This design comes from an exercise in tuning for small area on the open sky130 flow, not from production work. The RTL was checked by simulation tests, not by an equivalence proof against the original design. Power and IR drop assume default switching activity.

==> design.v <==
module final_project(clk, rst, a_in, sw, HEX3, HEX2, HEX1, btn2, btn1, btn0, HEX0, led);
	input clk;
	input rst;
	input [3:0] a_in;
	input [5:0] sw;
	output reg [0:7] HEX3;
	output reg [0:7] HEX2;
	output reg [0:7] HEX1;
	output reg [0:7] HEX0;
	input btn2;
	input btn1;
	input btn0;
	output reg [9:0] led;
	reg [3:0] d3, d2, d1, d0;    
	reg [9:0] n;                 
	reg [3:0] i, j;              
	reg c;                       
	localparam [3:0] CL  = 4'b1011;  
	localparam [3:0] CA  = 4'b1011;  
	localparam [3:0] CE  = 4'b1011;  
	localparam [3:0] CO  = 4'b1111;  
	localparam [3:0] CD  = 4'b1111;  
	function [0:7] seg;
		input [3:0] k;
		seg = (k == 4'd0) ? 8'b00000011 :
		      (k == 4'd1) ? 8'b10011111 :
		      (k == 4'd2) ? 8'b00100101 :
		      (k == 4'd3) ? 8'b00001101 :
		      (k == 4'd4) ? 8'b10011001 :
		      (k == 4'd5) ? 8'b01001001 :
		      (k == 4'd6) ? 8'b01000001 :
		      (k == 4'd7) ? 8'b00011011 :
		      (k == 4'd8) ? 8'b00000001 :
		      (k == 4'd9) ? 8'b00001001 : 8'b00000000;
	endfunction
	function [3:0] fix;
		input [3:0] v;
		fix = {v[3:1], v[0] & ~(v[3] & (v[2] | v[1]))};
	endfunction
	always @* begin
		HEX3 = (d3 == CL) ? 8'b11100011 : seg(d3);
		HEX2 = (d2 == CA) ? 8'b00010001 : (d2 == CO) ? 8'b11000101 : seg(d2);
		HEX1 = (d1 == CO) ? 8'b11000101 : seg(d1);
		HEX0 = (d0 == CE) ? 8'b01100001 : (d0 == CD) ? 8'b10000101 : seg(d0);
	end
	wire big = a_in[3] & (a_in[2] | a_in[1]);
	wire ld3 = sw[3] & ~big;
	wire [3:0] fa = fix(a_in);
	wire [3:0] h3 = ld3   ? a_in : d3;
	wire [3:0] h2 = sw[2] ? fa : d2;
	wire [3:0] h1 = sw[1] ? fa : d1;
	wire [3:0] h0 = sw[0] ? fa : d0;
	wire guess = sw[5] & ~c;
	wire s = guess & ~sw[4];
	wire e3 = s & (h3 == 4'd1);
	wire e2 = s & (h2 == 4'd2);
	wire e1 = s & (h1 == 4'd3);
	wire e0 = s & (h0 == 4'd4);
	wire nob = ~(e3 | e2 | e1 | e0);
	wire c3 = s & nob & (h3 == 4'd2 || h3 == 4'd3 || h3 == 4'd4);
	wire c2 = s & nob & (h2 == 4'd1 || h2 == 4'd3 || h2 == 4'd4);
	wire c1 = s & nob & (h1 == 4'd1 || h1 == 4'd2 || h1 == 4'd4);
	wire c0 = s & nob & (h0 == 4'd1 || h0 == 4'd2 || h0 == 4'd3);
	wire [2:0] nb = {e3 & e2 & e1 & e0,
	                 (e3 & e2) ^ (e1 & e0) ^ ((e3 ^ e2) & (e1 ^ e0)),
	                 e3 ^ e2 ^ e1 ^ e0};
	wire [2:0] nw = {c3 & c2 & c1 & c0,
	                 (c3 & c2) ^ (c1 & c0) ^ ((c3 ^ c2) & (c1 ^ c0)),
	                 c3 ^ c2 ^ c1 ^ c0};
	wire [3:0] bj = sw[4] ? 4'd0 : j;
	wire [3:0] bi = sw[4] ? 4'd0 : i;
	wire [3:0] nj = bj + {1'b0, nb};
	wire [3:0] ni = bi + {1'b0, nw};
	wire good = guess & (nj == 4'd4);
	wire res = guess & ~good;
	wire [9:0] nn = n - 10'd1;
	wire lo = (n[9:4] == 6'd0);
	wire [9:0] hit;
	genvar k;
	generate for (k = 0; k < 10; k = k + 1) begin : g_hit
		assign hit[k] = lo & (n[3:0] == k);
	end endgenerate
	wire lose = ~led[0] | hit[0];
	always @(posedge clk) begin
		if (rst) begin
			d3 <= 4'd0;
			d2 <= 4'd0;
			d1 <= 4'd0;
			d0 <= 4'd0;
			led <= 10'b1111111111;
			n <= 10'd10;
			i <= 4'd0;
			j <= 4'd0;
			c <= 1'b0;
		end else begin
			if (good) begin
				d3 <= 4'd6; d2 <= CO; d1 <= CO; d0 <= CD;
			end else if (res) begin
				d3 <= fix(nj); d2 <= CA; d1 <= fix(ni); d0 <= 4'd8;
			end else if (sw[4]) begin
				d3 <= lose ? CL : 4'd0;
				d2 <= 4'd0;
				d1 <= lose ? 4'd5 : 4'd0;
				d0 <= lose ? CE : 4'd0;
			end else begin
				d3 <= h3; d2 <= h2; d1 <= h1; d0 <= h0;
			end
			if (sw[4]) led <= led & ~hit;
			if (res) n <= nn;
			i <= ni;
			j <= nj;
			c <= res | (c & ~sw[4]);
		end
	end
endmodule
==> flow/run.sh <==
#!/bin/bash
# The standard layout, except:
#  - ABC maps the logic with flow/abc.script (area-oriented) instead of ORFS's script,
#  - no adder extraction (ABC maps the adders with the rest of the logic),
#  - each port gets a sky130_fd_sc_hd__buf_1 as its port buffer.
set -euo pipefail
W=$PWD
export MY_ABC_SCRIPT=$W/flow/abc.script
cat flow/abc_override.tcl synth_recipe.tcl > my_synth.tcl
sed "s#SYNTH_SCRIPT=[^ ]*#SYNTH_SCRIPT=$W/my_synth.tcl#" standard.sh > my_standard.sh
export BUFFER_PORTS_ARGS="-buffer_cell sky130_fd_sc_hd__buf_1"
bash my_standard.sh ADDER_MAP_FILE= finish > make_finish.log 2>&1
==> flow/abc.script <==
strash
&get -n
&deepsyn -T 20
&put
dch
amap
==> flow/abc_override.tcl <==
# Run ABC on this flow's own script (flow/abc.script) in place of ORFS's.
proc abc {args} {
  set i [lsearch -exact $args -script]
  if { $i >= 0 } { lset args [expr { $i + 1 }] $::env(MY_ABC_SCRIPT) }
  puts "abc with $::env(MY_ABC_SCRIPT)"
  yosys abc {*}$args
}
==> standard.sh <==
#!/bin/bash
# synth_recipe.tcl (not shown) runs the flow's synth.tcl, then flattens the netlist and writes it again
# the make line also repeats each setting of config.mk as NAME=value (left out here)
make -C /OpenROAD-flow-scripts/flow DESIGN_CONFIG=/design/flow/config.mk WORK_HOME=/design/flow/orfs CLKGATE_MAP_FILE= SYNTH_SCRIPT=/design/flow/synth_recipe.tcl "${@:-finish}"
==> config.mk <==
export PLATFORM = sky130hd
export DESIGN_NAME = final_project
export DESIGN_NICKNAME = final_project
export VERILOG_FILES = /design/flow/design.v
export SDC_FILE = /design/flow/constraint.sdc
export NUM_CORES = 4
export LEC_CHECK = 0
export CAP_MARGIN = 20
export CORE_MARGIN = 2
export CORE_UTILIZATION = 40
export SLEW_MARGIN = 20
==> constraint.sdc <==
create_clock -name core_clock -period 8.0 [get_ports {clk}]
set_input_delay 1.6000 -clock core_clock [delete_from_list [all_inputs] [get_ports {clk}]]
set_output_delay 1.6000 -clock core_clock [all_outputs]
set_load 0.01 [all_outputs]
==> impl_metrics.py, run 1 <==
metrics = {
    "placement": {
        "dp_hpwl_mm": 4.556,
        "portBuffers": 53,
        "dp.cells": 475,
        "dpl_cell_area_mm2": 0.002695,
        "gp_congestion": 0.7995,
    },
    "clock_network": {
        "cts_tree": "done",
        "clk_pin_slew_ps": 90,
        "clk-insertion-delay-late_ps": 300,
        "clock-sinks": 45,
        "postCtsSetupRepairBufs": 0,
        "cts_inserted_buffers": 5,
        "ctsHoldBuffers": 0,
        "h-tree-depth": 2,
        "clk_root_buffer_cell": "clkbuf_8",
        "cts-resized-gates": 0,
        "clockBufferDepth": 2,
    },
    "yosys": {
        "synthMostInstantiatedCell": "nor2_1",
        "synth_commonest_cells": "nor2_1 (78), dfxtp_1 (45), clkinv_1 (44), nand2_1 (39), o21ai_0 (28)",
        "ys_seq_area_share_pct": 37.62,
        "synth_nets": 361,
        "async_reset_ff_share_pct": 0,
        "synth_warnings": 1,
        "synth_largest_area_cell": "dfxtp_1",
        "synthDistinctLibCells": 34,
        "synth_area_mm2": 0.002395,
        "netlist_instances": 346,
        "synth_edf_count": 0,
        "ys_ff_latch": 45,
        "yosys.area.top_type_share_pct": 37.62,
        "dominantRegCellSynth": "dfxtp_1",
        "avgSynthCellArea_um2": 6.921,
        "synthTopCellsByArea": "dfxtp_1 (38%), nor2_1 (12%), clkinv_1 (6.9%)",
    },
    "critical_path": {
        "arrival_ps": 6190,
        "cp.required_ps": 8180,
        "critPathMaxFanout": 7,
        "setup.worst_path.class": "in -> reg",
        "crit_path_end_kind": "flop",
        "start_kind": "input port",
    },
    "power": {
        "power_density_mw_per_mm2": 186.7,
        "vdd_ir_drop_max_v": 0.00009717,
        "leakage_nw": 1.011,
    },
    "route": {
        "firstDrtPassIters": 4,
        "dr_total_vias": 2520,
        "drt_iter0_drc": 121,
        "ant_nets": 0,
        "viasPerCell": 5.217,
        "post-route-drc-count": 0,
        "wire_per_inst_um": 11.95,
        "routed_wl_mm": 5.772,
    },
    "flow_run": {
        "max_cap_viol_count": 0,
    },
    "sta": {
        "setup_viol": 0,
        "slew_violations": 0,
        "rsz0062_at_grt": "false",
        "tightest_slew_ps": 598.6,
        "finalCriticalPeriod_ps": 6007,
        "fmax_mhz": 166.5,
        "whs_ps": 465.5,
        "skew_ps": 18.13,
        "slew_headroom_pct": 59.67,
        "timing.setup.tns_ps": 0,
        "hold_viol_final": 0,
        "min_period_over_period_pct": 75.09,
    },
    "final_layout": {
        "fin_nets": 422,
        "area.growth.synth_to_final_pct": 17.40,
        "drive_gt1_share_pct": 2.206,
        "num_antenna_cells": 0,
        "multi_input_area_mm2": 0.001329,
        "fillCellCount": 583,
        "stdcell_count": 483,
        "fin_area_mm2": 0.002811,
        "ff_latch_area_um2": 900.9,
    },
    "global_routing": {
        "antenna_found_initial": 0,
        "grt_overflow": 0,
        "track_usage_pct": 17.90,
        "grt_pass1_wl_mm": 9.377,
        "grt_pass1_vias": 2209,
        "grt_max_degree": 28,
    },
    "status": {
        "status": "complete, no violations",
    },
    "floorplan": {
        "rows": 28,
        "io_pins": 57,
        "dieArea_mm2": 0.006622,
        "die_h_um": 81.38,
        "start_util_pct": 40.93,
        "coreArea_mm2": 0.005851,
        "die_x_um": 81.38,
    },
    "worst_hold_path": {
        "min_path_type": "reg -> reg",
    },
}
==> cell families (layout without fill, tap and decap cells) <==
logic type,count (synthesis),in the layout,share of synthesized area (%)
AOI/OAI and AO/OA,104,104,28.06
buffers and inverters,44,106,6.897
DFF,45,45,37.62
and+or+nand+nor,153,153,27.43
==> power breakdown <==
group / switching (W) / leakage, nW / internal, W
Combinational: 0.0000679 / 0.585 / 0.0000363
Clock: 0.0000831 / 0.0591 / 0.0000953
Sequential: 0.00000872 / 0.367 / 0.000233
==> final cells by class <==
class	count	share of cell area (%)
clock buffers	5	2.448
clock inverters	3	1.691
inverters	44	5.874
multi-input cells	257	47.26
flip-flops and latches	45	32.04
well taps	75	3.338
repair buffers	54	7.343
==> placed cells by master (no fill, tap or decap), types with 4 or more instances in the layout <==
cell type  netlist  layout
a211oi_1         4       4
a21oi_1         20      20
a22oi_1          4       4
buf_1            0      53
clkbuf_8         0       5
clkinv_1        44      44
dfxtp_1         45      45
nand2_1         39      39
nand2b_1         4       4
nand3_1          4       4
nor2_1          78      78
nor3_1           9       9
o21a_1           6       6
o21ai_0         28      28
o221ai_1         6       6
o22a_1          10      10
o22ai_1         11      11
or2_0            5       5
or3_1            4       4
==> worst paths after layout <==
check | to | slack, ps | cells after the start | startpoint
hold / removal | n[9]$_SDFFE_PP0P_ | 470 | 1 | n[9]$_SDFFE_PP0P_
setup reg to reg | n[7]$_SDFFE_PP0P_ | 2850 | 32 | d2[0]$_SDFF_PP0_
setup / recovery | n[7]$_SDFFE_PP0P_ | 1990 | 28 | a_in[1]
hold reg to reg | n[9]$_SDFFE_PP0P_ | 470 | 1 | n[9]$_SDFFE_PP0P_
==> through the flow <==
stage	total power [W]	worst slack, ps	util [%]
6_report	0.0005248	1993	48.05
3_5_place_dp	0.0003516	1739	46.07
5_1_grt	0.0005522	1359	48.05
3_3_place_gp	0.0003505	1792	46.07
4_1_cts	0.0005303	2039	48.05
2_1_floorplan	0.0003178	2645	-
==> registers in the layout, summed over array words and instances, names as in the netlist <==
name  flops
n        10
d0        4
i         4
c         1
d3        4
j         4
d2        4
led      10
d1        4
==> critical path, cell delays in order <==
cell and delay [ps]:
buf_1 180, o21a_1 210, nor3_1 250, clkinv_1 170, a22oi_1 280, nand2_1 120, and2_0 200, nor2_1 170
o21ai_0 110, nand3_1 90, nand3_1 100, a211oi_1 340, a21oi_1 150, o21ai_0 270, or4b_1 180, nor2_1 60
nor2_1 210, clkinv_1 200, nor2_1 240, nand2_1 120, nor2_1 170, nand2_1 130, nor2_1 150, clkinv_1 90
nor2_1 140, clkinv_1 70, a21oi_1 140, nor2_1 50
==> routing by layer <==
metal | routed length [µm] | share of wire [%] | track usage (%)
met1 | 2638 | 46 | 21.13
met2 | 2801 | 49 | 32.46
met3 | 253 | 4.4 | 3.000
met4 | 78 | 1.4 | 6.102
met5 | 0 | 0 | 0
==> run 2: changes to the inputs <==
--- a/config.mk
+++ b/config.mk
@@ -8,4 +8,7 @@
 export CAP_MARGIN = 20
 export CORE_MARGIN = 2
 export CORE_UTILIZATION = 40
+export CTS_BUF_LIST = sky130_fd_sc_hd__clkbuf_8
+export CTS_CLUSTER_DIAMETER = 200
+export CTS_CLUSTER_SIZE = 50
 export SLEW_MARGIN = 20
==> impl_metrics.py, run 2 <==
metrics = {
    "status": {
        "status": "complete, no violations",
    },
    "sta": {
        "fmax_mhz": 158.3,
        "slew_violations": 0,
        "min_period_over_period_pct": 78.95,
        "finalCriticalPeriod_ps": 6316,
        "slew_headroom_pct": 35.69,
        "setup_viol": 0,
        "tightest_slew_ps": 940.4,
        "skew_ps": 9.967,
        "whs_ps": 475.4,
        "rsz0062_at_grt": "false",
        "timing.setup.tns_ps": 0,
        "setup_slack_ps": 1684,
        "hold_viol_final": 0,
    },
    "clock_network": {
        "ctsHoldBuffers": 0,
        "clockBufferDepth": 2,
        "cts-resized-gates": 0,
        "h-tree-depth": 2,
        "cts_inserted_buffers": 5,
        "cts_tree": "done",
        "clk_root_buffer_cell": "clkbuf_8",
        "clock-sinks": 45,
        "clk-insertion-delay-late_ps": 300,
        "clk_pin_slew_ps": 80,
        "postCtsSetupRepairBufs": 0,
    },
    "critical_path": {
        "setup.worst_path.class": "in -> reg",
        "max_stage_delay_ps": 430,
        "cp_common_cell": "nor2_1",
        "r2r_cells": 25,
        "cp_slowest_cell": "nor3b_1",
        "critPathMaxFanout": 6,
        "arrival_ps": 6500,
        "cp.required_ps": 8190,
        "crit_path_end_kind": "flop",
        "start_kind": "input port",
    },
    "floorplan": {
        "io_pins": 57,
        "die_x_um": 81.74,
        "dieArea_mm2": 0.006681,
        "rows": 28,
        "die_h_um": 81.74,
        "start_util_pct": 41.07,
        "coreArea_mm2": 0.005886,
    },
    "yosys": {
        "synth_edf_count": 0,
        "synthDistinctLibCells": 33,
        "async_reset_ff_share_pct": 0,
        "ys_seq_area_share_pct": 37.27,
        "synth_commonest_cells": "nor2_1 (80), clkinv_1 (47), dfxtp_1 (45), nand2_1 (28), o21ai_0 (28)",
        "synth_area_mm2": 0.002417,
        "synthTopCellsByArea": "dfxtp_1 (37%), nor2_1 (12%), clkinv_1 (7.3%)",
        "synthMostInstantiatedCell": "nor2_1",
        "dominantRegCellSynth": "dfxtp_1",
        "yosys.area.top_type_share_pct": 37.27,
        "synth_largest_area_cell": "dfxtp_1",
        "synth_warnings": 1,
        "netlist_instances": 350,
        "synth_nets": 365,
        "avgSynthCellArea_um2": 6.907,
        "ys_ff_latch": 45,
    },
    "final_layout": {
        "ff_latch_area_um2": 900.9,
        "fillCellCount": 615,
        "mostFrequentLayoutCell": "nor2_1",
        "drive_gt1_share_pct": 1.946,
        "area.growth.synth_to_final_pct": 15.94,
        "stdcell_count": 486,
        "multi_input_area_mm2": 0.001340,
        "layout_common_cells": "nor2_1 (80), buf_1 (53), clkinv_1 (47), dfxtp_1 (45)",
        "num_antenna_cells": 0,
        "top_regs": "led (10), n (10)",
        "fin_nets": 426,
    },
    "power": {
        "power_density_mw_per_mm2": 169.5,
        "total_power_w": 0.0004750,
        "vdd_ir_drop_max_v": 0.0001347,
        "leakage_nw": 0.9524,
    },
    "global_routing": {
        "antenna_found_initial": 0,
        "grt_pass1_wl_mm": 9.591,
        "grt_max_degree": 31,
        "grt_overflow": 0,
        "track_usage_pct": 18.15,
        "grt_pass1_vias": 2188,
    },
    "route": {
        "dr_total_vias": 2545,
        "ant_nets": 0,
        "viasPerCell": 5.237,
        "drt_iter0_drc": 143,
        "post-route-drc-count": 0,
        "routed_wl_mm": 5.879,
        "wire_per_inst_um": 12.10,
        "firstDrtPassIters": 4,
    },
    "placement": {
        "portBuffers": 53,
        "dp_hpwl_mm": 4.540,
        "gp_congestion": 0.8372,
        "dp.cells": 479,
        "dp_slack_ps": 1363,
    },
    "flow_run": {
        "max_cap_viol_count": 0,
    },
    "worst_hold_path": {
        "min_path_type": "reg -> reg",
        "whs_path_depth": 1,
    },
}
[run 2: final timing paths]
path	from	end	slack, ps
worst max-delay path	a_in[1]	n[7]$_SDFFE_PP0P_	1680
worst min-delay path	n[9]$_SDFFE_PP0P_	n[9]$_SDFFE_PP0P_	480
worst max register to register	d2[0]$_SDFF_PP0_	n[7]$_SDFFE_PP0P_	2430
worst min register to register	n[9]$_SDFFE_PP0P_	n[9]$_SDFFE_PP0P_	480
[run 2: power by group]
part           switching (W)  internal (W)
Sequential        0.00000961      0.000233
Combinational      0.0000644     0.0000330
Clock              0.0000750     0.0000602
Total               0.000149      0.000326
[run 2: cell families (layout without fill, tap and decap cells)]
family,count (synthesis),in the layout,share of synthesized area [%]
AO/OA/AOI/OAI,101,101,27.07
buffers and inverters,47,108,7.298
flip-flops,45,45,37.27
AND/OR/NAND/NOR,157,157,28.36
[run 2: critical path: cells and delay by family]
| kind | cells | cell delay, ps |
|---|---|---|
| and+or+nand+nor | 13 | 2130 |
| buffers and inverters | 4 | 610 |
| AOI/OAI and AO/OA | 10 | 2150 |
[run 2: per-stage QoR]
stage | utilization [%] | cell area [µm²]
2_1_floorplan | - | 2417
3_3_place_gp | 46.17 | 2718
3_5_place_dp | 46.17 | 2718
4_1_cts | 47.62 | 2803
5_1_grt | 47.62 | 2803
6_report | 47.62 | 2803
[run 2: layer usage]
layer	wire length, µm	up-vias	global-route usage, %	share of wire, %
met1	2850	1129	22.85	48
met3	304	7	3.736	5.2
met5	0	-	0	0
li1	-	1346	-	-
met4	48	0	4.833	0.82
met2	2676	63	31.46	46
[run 2: cell type report]
| type | count | area share, % |
|---|---|---|
| flip-flops and latches | 45 | 32.14 |
| inverters | 47 | 6.295 |
| multi-input cells | 258 | 47.81 |
| repair buffers | 54 | 7.366 |
| well taps | 75 | 3.348 |
| clock inverters | 2 | 0.5804 |
| clock buffers | 5 | 2.455 |
==> run 3: changes to the inputs <==
==> flow/run.sh (replaced) <==
#!/bin/bash
# The standard layout, except:
#  - ABC maps the logic with flow/abc.script (area-oriented) instead of ORFS's script,
#  - no adder extraction (ABC maps the adders with the rest of the logic),
#  - each port gets a sky130_fd_sc_hd__buf_1 as its port buffer,
#  - the clock tree is built without dummy loads, in clusters of up to 50 sinks.
set -euo pipefail
W=$PWD
export MY_ABC_SCRIPT=$W/flow/abc.script
cat flow/abc_override.tcl synth_recipe.tcl > my_synth.tcl
sed "s#SYNTH_SCRIPT=[^ ]*#SYNTH_SCRIPT=$W/my_synth.tcl#" standard.sh > my_standard.sh
export CTS_ARGS="-sink_clustering_enable -repair_clock_nets -sink_clustering_size 50 -sink_clustering_max_diameter 500 -buf_list sky130_fd_sc_hd__clkbuf_8 -root_buf sky130_fd_sc_hd__clkbuf_8 -dont_use_dummy_load"
export BUFFER_PORTS_ARGS="-buffer_cell sky130_fd_sc_hd__buf_1"
bash my_standard.sh ADDER_MAP_FILE= finish > make_finish.log 2>&1
==> impl_metrics.py, run 3 <==
metrics = {
    "yosys": {
        "ys_seq_area_share_pct": 37.27,
        "synthMostInstantiatedCell": "nor2_1",
        "dominantRegCellSynth": "dfxtp_1",
        "synthAdderAreaFrac_pct": 0,
        "synth_warnings": 1,
        "synth_nets": 365,
        "synth-simple-area-share_pct": 28.36,
        "synth_edf_count": 0,
        "synth_largest_area_cell": "dfxtp_1",
        "avgSynthCellArea_um2": 6.907,
        "synthDistinctLibCells": 33,
        "ys_ff_latch": 45,
        "synth_top_family_by_area": "simple AND/OR/NAND/NOR gates",
        "synth-compound-area-share_pct": 27.07,
        "synth_area_mm2": 0.002417,
        "synth_commonest_cells": "nor2_1 (80), clkinv_1 (47), dfxtp_1 (45), nand2_1 (28), o21ai_0 (28)",
        "synthXorXnorAreaFrac_pct": 0,
        "synthTopCellsByArea": "dfxtp_1 (37%), nor2_1 (12%), clkinv_1 (7.3%)",
        "netlist_instances": 350,
        "synthMuxAreaShare_pct": 0,
        "yosys.area.top_type_share_pct": 37.27,
        "async_reset_ff_share_pct": 0,
    },
    "floorplan": {
        "dieArea_mm2": 0.006681,
        "io_pins": 57,
        "start_util_pct": 41.07,
        "die_x_um": 81.74,
        "die_h_um": 81.74,
        "coreArea_mm2": 0.005886,
        "rows": 28,
    },
    "sta": {
        "whs_ps": 475.4,
        "tightest_slew_ps": 939.6,
        "slew_headroom_pct": 35.74,
        "slew_violations": 0,
        "setup_viol": 0,
        "setup_slack_ps": 1682,
        "finalCriticalPeriod_ps": 6318,
        "min_period_over_period_pct": 78.98,
        "hold_viol_final": 0,
        "fmax_mhz": 158.3,
        "rsz0062_at_grt": "false",
        "timing.setup.tns_ps": 0,
        "skew_ps": 22.63,
    },
    "final_layout": {
        "fin_nets": 426,
        "top_regs": "led (10), n (10)",
        "fin_area_mm2": 0.002786,
        "stdcell_count": 484,
        "layout_common_cells": "nor2_1 (80), buf_1 (53), clkinv_1 (47), dfxtp_1 (45)",
        "area.growth.synth_to_final_pct": 15.27,
        "drive_gt1_share_pct": 1.467,
        "num_antenna_cells": 0,
        "mostFrequentLayoutCell": "nor2_1",
    },
    "route": {
        "post-route-drc-count": 0,
        "dr_total_vias": 2537,
        "routed_wl_mm": 5.852,
        "drt_iter0_drc": 141,
        "firstDrtPassIters": 4,
        "wire_per_inst_um": 12.09,
        "ant_nets": 0,
        "viasPerCell": 5.242,
    },
    "placement": {
        "gp_congestion": 0.8372,
        "dp_slack_ps": 1363,
        "dp.cells": 479,
        "dpl_cell_area_mm2": 0.002718,
        "portBuffers": 53,
        "dp_hpwl_mm": 4.540,
    },
    "global_routing": {
        "grt_pass1_vias": 2181,
        "track_usage_pct": 18.09,
        "antenna_found_initial": 0,
        "grt_overflow": 0,
        "grt_pass1_wl_mm": 9.556,
        "grt_max_degree": 31,
    },
    "power": {
        "leakage_nw": 0.9482,
        "vdd_ir_drop_max_v": 0.0001325,
        "power_density_mw_per_mm2": 166.5,
    },
    "critical_path": {
        "r2r-start": "d2[0]$_SDFF_PP0_",
        "critPathMaxFanout": 6,
        "regToRegSetupSlack_ps": 2440,
        "setup.worst_path.class": "in -> reg",
        "reg2reg_to": "n[7]$_SDFFE_PP0P_",
        "r2r_cells": 25,
        "crit_path_end_kind": "flop",
        "arrival_ps": 6510,
        "cp.required_ps": 8190,
        "start_kind": "input port",
    },
    "status": {
        "status": "complete, no violations",
    },
    "clock_network": {
        "clk_pin_slew_ps": 80,
        "h-tree-depth": 2,
        "clockBufferDepth": 2,
        "clk-insertion-delay-late_ps": 300,
        "cts_inserted_buffers": 5,
        "cts_tree": "done",
        "postCtsSetupRepairBufs": 0,
        "cts-resized-gates": 0,
        "clock-sinks": 45,
        "clk_root_buffer_cell": "clkbuf_8",
        "ctsHoldBuffers": 0,
    },
    "worst_hold_path": {
        "hold_start": "n[9]$_SDFFE_PP0P_",
        "min_path_type": "reg -> reg",
        "hold_end": "n[9]$_SDFFE_PP0P_",
        "whs_path_depth": 1,
    },
    "flow_run": {
        "max_cap_viol_count": 0,
    },
}
==> run 3: cell counts after synthesis <==
Identical to the previous run, type by type.
==> run 3: cell families after synthesis <==
logic type | count (synthesis)
buffers and inverters | 47
AOI/OAI and AO/OA | 101
DFF | 45
and+or+nand+nor | 157
==> run 3: per-stage QoR <==
| stage | total power (W) | utilization [%] |
|---|---|---|
| after global routing | 0.0004933 | 47.34 |
| after CTS | 0.0004682 | 47.34 |
| final | 0.0004639 | 47.34 |
| after detailed placement | 0.0003440 | 46.17 |
| after floorplan | 0.0003116 | - |
| after global placement | 0.0003435 | 46.17 |
==> run 3: report_power, final <==
group | internal [W] | total, W | switching (W) | leakage, nW
combinational | 0.0000330 | 0.0000971 | 0.0000641 | 0.545
sequential | 0.000233 | 0.000242 | 0.00000962 | 0.367
clock | 0.0000563 | 0.000124 | 0.0000680 | 0.0359
total | 0.000322 | 0.000464 | 0.000142 | 0.948
==> run 3: area by class of cell <==
| cell class | instances | area [µm²] |
|---|---|---|
| Fill cell | 616 | 3099 |
| Multi-Input combinational cell | 258 | 1340 |
| Tap cell | 75 | 93.84 |
| Timing Repair Buffer | 54 | 206.4 |
| Sequential cell | 45 | 900.9 |
| Clock buffer | 5 | 68.82 |
| Inverter | 47 | 176.4 |
==> run 3: how the worst max path moves through the flow <==
stage                     cells past startpoint    start                end  slack, ps
after CTS                                    27  a_in[1]  n[7]$_SDFFE_PP0P_       1650
after floorplan                              26  a_in[0]  n[7]$_SDFFE_PP0P_       2610
after detailed placement                     27  a_in[1]  n[7]$_SDFFE_PP0P_       1360
final                                        26  a_in[1]  n[7]$_SDFFE_PP0P_       1680
after global routing                         26  a_in[1]  n[9]$_SDFFE_PP0P_        940
after global placement                       26  a_in[1]  n[7]$_SDFFE_PP0P_       1430
==> run 3: metal layers <==
layer  vias up  global-route usage (%)  wire length, µm
li1       1344                       -                -
met1      1127                   22.85             2841
met2        59                   31.22             2673
met3         7                   3.736              291
met4         0                   4.833               46
met5         -                       0                0
==> run 3: critical path, stage by stage <==
cell,delay [ps]
buf_1,260
nor2_1,140
a211oi_1,470
o32ai_1,180
nor3b_1,440
nor2_1,130
a21oi_1,190
a21oi_1,90
o21ai_0,130
nor2_1,160
o21ai_0,220
o21ai_0,140
o21ai_0,300
nor4_1,140
a21oi_1,380
clkinv_1,270
nor2_1,210
nand2_1,120
nor2_1,170
nand2_1,130
nor2_1,150
clkinv_1,90
nor2_1,130
clkinv_1,80
a21oi_1,140
nor2_1,50

separate check: timing with driven ports:
The results above use ideal ports. As a check the final layouts listed here were re-extracted and re-timed, cells and wires unchanged. Step 1, drivers: a clkbuf_16 drives clk and a buf_2 each remaining input, both assumed. Step 2 moves the port delays by t, midway between the first and last clock arrival at a register: inputs arrive t later, outputs are due t later. That takes back most of the time a late clock gives input paths. a / b / c = ideal ports / drivers / drivers and shift; a / b = the first two.
run	t (ns)	setup slack, ns	cell pins on the clock port's net
run 1	0.322	1.993 / 1.991 / 1.669	1
run 2	0.318	1.684 / 1.677 / 1.359	1
run 3	0.314	1.682 / 1.671 / 1.357	1
After both steps setup and hold are still met in every run listed.
